This is an optimization exercise on Yosys and OpenROAD, whose aim is small area, not a production implementation.
Function was checked by simulation only, so behaviour that the tests miss may differ from the original.

Setup of the previous run:
==> module decoder, before the edit <==
module decoder(input iCLK, iRSTn, iWren,
	input [4:0] iAddr,
	input [7:0] iWeight,
	output reg [199:0] oW);
integer a;
always @(posedge iCLK, negedge iRSTn)
	if (!iRSTn) oW <= 200'd0;
	else if (iWren)
		for (a = 0; a < 25; a = a + 1)
			if (iAddr == a) oW[8*a +: 8] <= iWeight;
endmodule
==> flow/config.mk <==
export PLATFORM = sky130hd
export DESIGN_NAME = convolution
export DESIGN_NICKNAME = convolution
export VERILOG_FILES = /design/flow/design.v
export SDC_FILE = /design/flow/constraint.sdc
export NUM_CORES = 4
export LEC_CHECK = 0
export CAP_MARGIN = 20
export CORE_MARGIN = 2
export CORE_UTILIZATION = 40
export CTS_CLUSTER_DIAMETER = 150
export CTS_CLUSTER_SIZE = 22
export PLACE_DENSITY = 0.6
export SLEW_MARGIN = 20
export SYNTH_HIERARCHICAL = 1
export SYNTH_MINIMUM_KEEP_SIZE = 0
==> flow/constraint.sdc <==
create_clock -name core_clock -period 8.0 [get_ports {iCLK}]
set_input_delay 1.6000 -clock core_clock [delete_from_list [all_inputs] [get_ports {iCLK}]]
set_output_delay 1.6000 -clock core_clock [all_outputs]
set_load 0.01 [all_outputs]
run.sh (not shown) runs the stock make flow with config.mk's settings and CLKGATE_MAP_FILE= SYNTH_SCRIPT=/design/flow/synth_recipe.tcl, a recipe that flattens the netlist after the stock synthesis.
For the current run, these inputs were changed with respect to the previous run:
diff --git a/flow/design.v b/flow/design.v
--- a/flow/design.v
+++ b/flow/design.v
@@ -1935,13 +1935,12 @@
 	input [4:0] iAddr,
 	input [7:0] iWeight,
 	output reg [199:0] oW);
 integer a;
-always @(posedge iCLK, negedge iRSTn)
-	if (!iRSTn) oW <= 200'd0;
-	else if (iWren)
-		for (a = 0; a < 25; a = a + 1)
-			if (iAddr == a) oW[8*a +: 8] <= iWeight;
+wire [7:0] d = iWeight & {8{iRSTn}};
+always @(posedge iCLK)
+	for (a = 0; a < 25; a = a + 1)
+		if (!iRSTn || (iWren && iAddr == a)) oW[8*a +: 8] <= d;
 endmodule
 module control #(parameter STRIDE=1, xs=32, ws=5)
 	(input iValid, iCLK, iRSTn,
 	 output reg oValid);
Findings:
- The previous run reached the final stage; the timing, DRC and antenna checks on its layout passed.
- The current run: flow completed, timing, DRC and antenna clean
- The current run improves on the previous run in die area.
- The previous run -> the current run: post-CTS clock slew at the launch and capture registers of the worst setup and hold paths flat
- The current run vs. the previous run: multi-input gate share of total cell area now sits lower; register-to-register slack higher; detailed-routed wire length on met2 -4200 um.
- The final core utilization number comes out lower for the previous run vs the current run.
- In the route summary, the current run ends up with a via count below that of the previous run.
- Comparing routed wire length for the current run and the previous run, the bigger number came from the previous run.
- Non-clock buffer count sits higher in the current run than in the previous run.
- Compared with the previous run, the current run shows a higher sequential share of cell area.

---

Another version of the RTL of convolution (not shown whole).
Size in the first run: about 5,100 cells after synthesis, about 42 I/O pins, roughly 70,000 µm² of cells after synthesis.
clock: 8.0 ns
lec_check: 0
cap_margin: 20
core_margin: 2
core_utilization: 40
cts_cluster_diameter: 150
cts_cluster_size: 22
place_density: 0.6
slew_margin: 20
synth_hierarchical: 1
synth_minimum_keep_size: 0
The starting point completed without violations.
==> next run, changes <==
--- a/flow/design.v
+++ b/flow/design.v
@@ -1728,11 +1728,10 @@
 	input [7:0] iWeight,
 	output reg [199:0] oW);
 integer a;
-always @(posedge iCLK, negedge iRSTn)
-	if (!iRSTn) oW <= 200'd0;
-	else if (iWren)
-		for (a = 0; a < 25; a = a + 1)
-			if (iAddr == a) oW[8*a +: 8] <= iWeight;
+wire [7:0] d = iWeight & {8{iRSTn}};
+always @(posedge iCLK)
+	for (a = 0; a < 25; a = a + 1)
+		if (!iRSTn || (iWren && iAddr == a)) oW[8*a +: 8] <= d;
 endmodule
 module control #(parameter STRIDE=1, xs=32, ws=5)
 	(input iValid, iCLK, iRSTn,
Wire length goes down by 0.83%.
Die area falls by 1.8%.
Final cell count is lower by 2.8%.
First-iteration DRC count went up by 3.1%.
Cell area came out lower by 1.4%.
Utilization grows by 0.32 points.
Sequential share of layout area rises by 1.9 points.
Worst setup slack got worse by 0.16 ns.
Register-to-register slack got worse by 0.16 ns.
Sequential cell count does not change.

afterwards: timing with drivers on the ports:
The flow's constraints put no driver on any port. The routed layouts listed below were extracted and timed again, unchanged, in two steps.
Step 1: set_driving_cell puts a clkbuf_16 on iCLK and a buf_2 on each other input, an assumption about the parent block.
Step 2 also shifts input and output timing later by t, the mid clock arrival at the registers, as if the neighbouring blocks saw the same clock.
a / b / c = ideal / step 1 / step 2; a / b = the first two.
| run | t, ns | setup WS [ns] | worst register clock-pin slew, ns |
|---|---|---|---|
| the previous run | 0.800 | 0.349 / 0.349 / 0.349 | 0.11 / 0.11 |
| the current run | 0.766 | 0.413 / 0.413 / 0.413 | 0.11 / 0.11 |
| the first run of note 2 | 0.799 | 0.912 / 0.912 / 0.912 | 0.12 / 0.12 |
| the second run of note 2 | 0.791 | 0.756 / 0.756 / 0.756 | 0.12 / 0.12 |
After both steps every run listed still meets setup and hold.
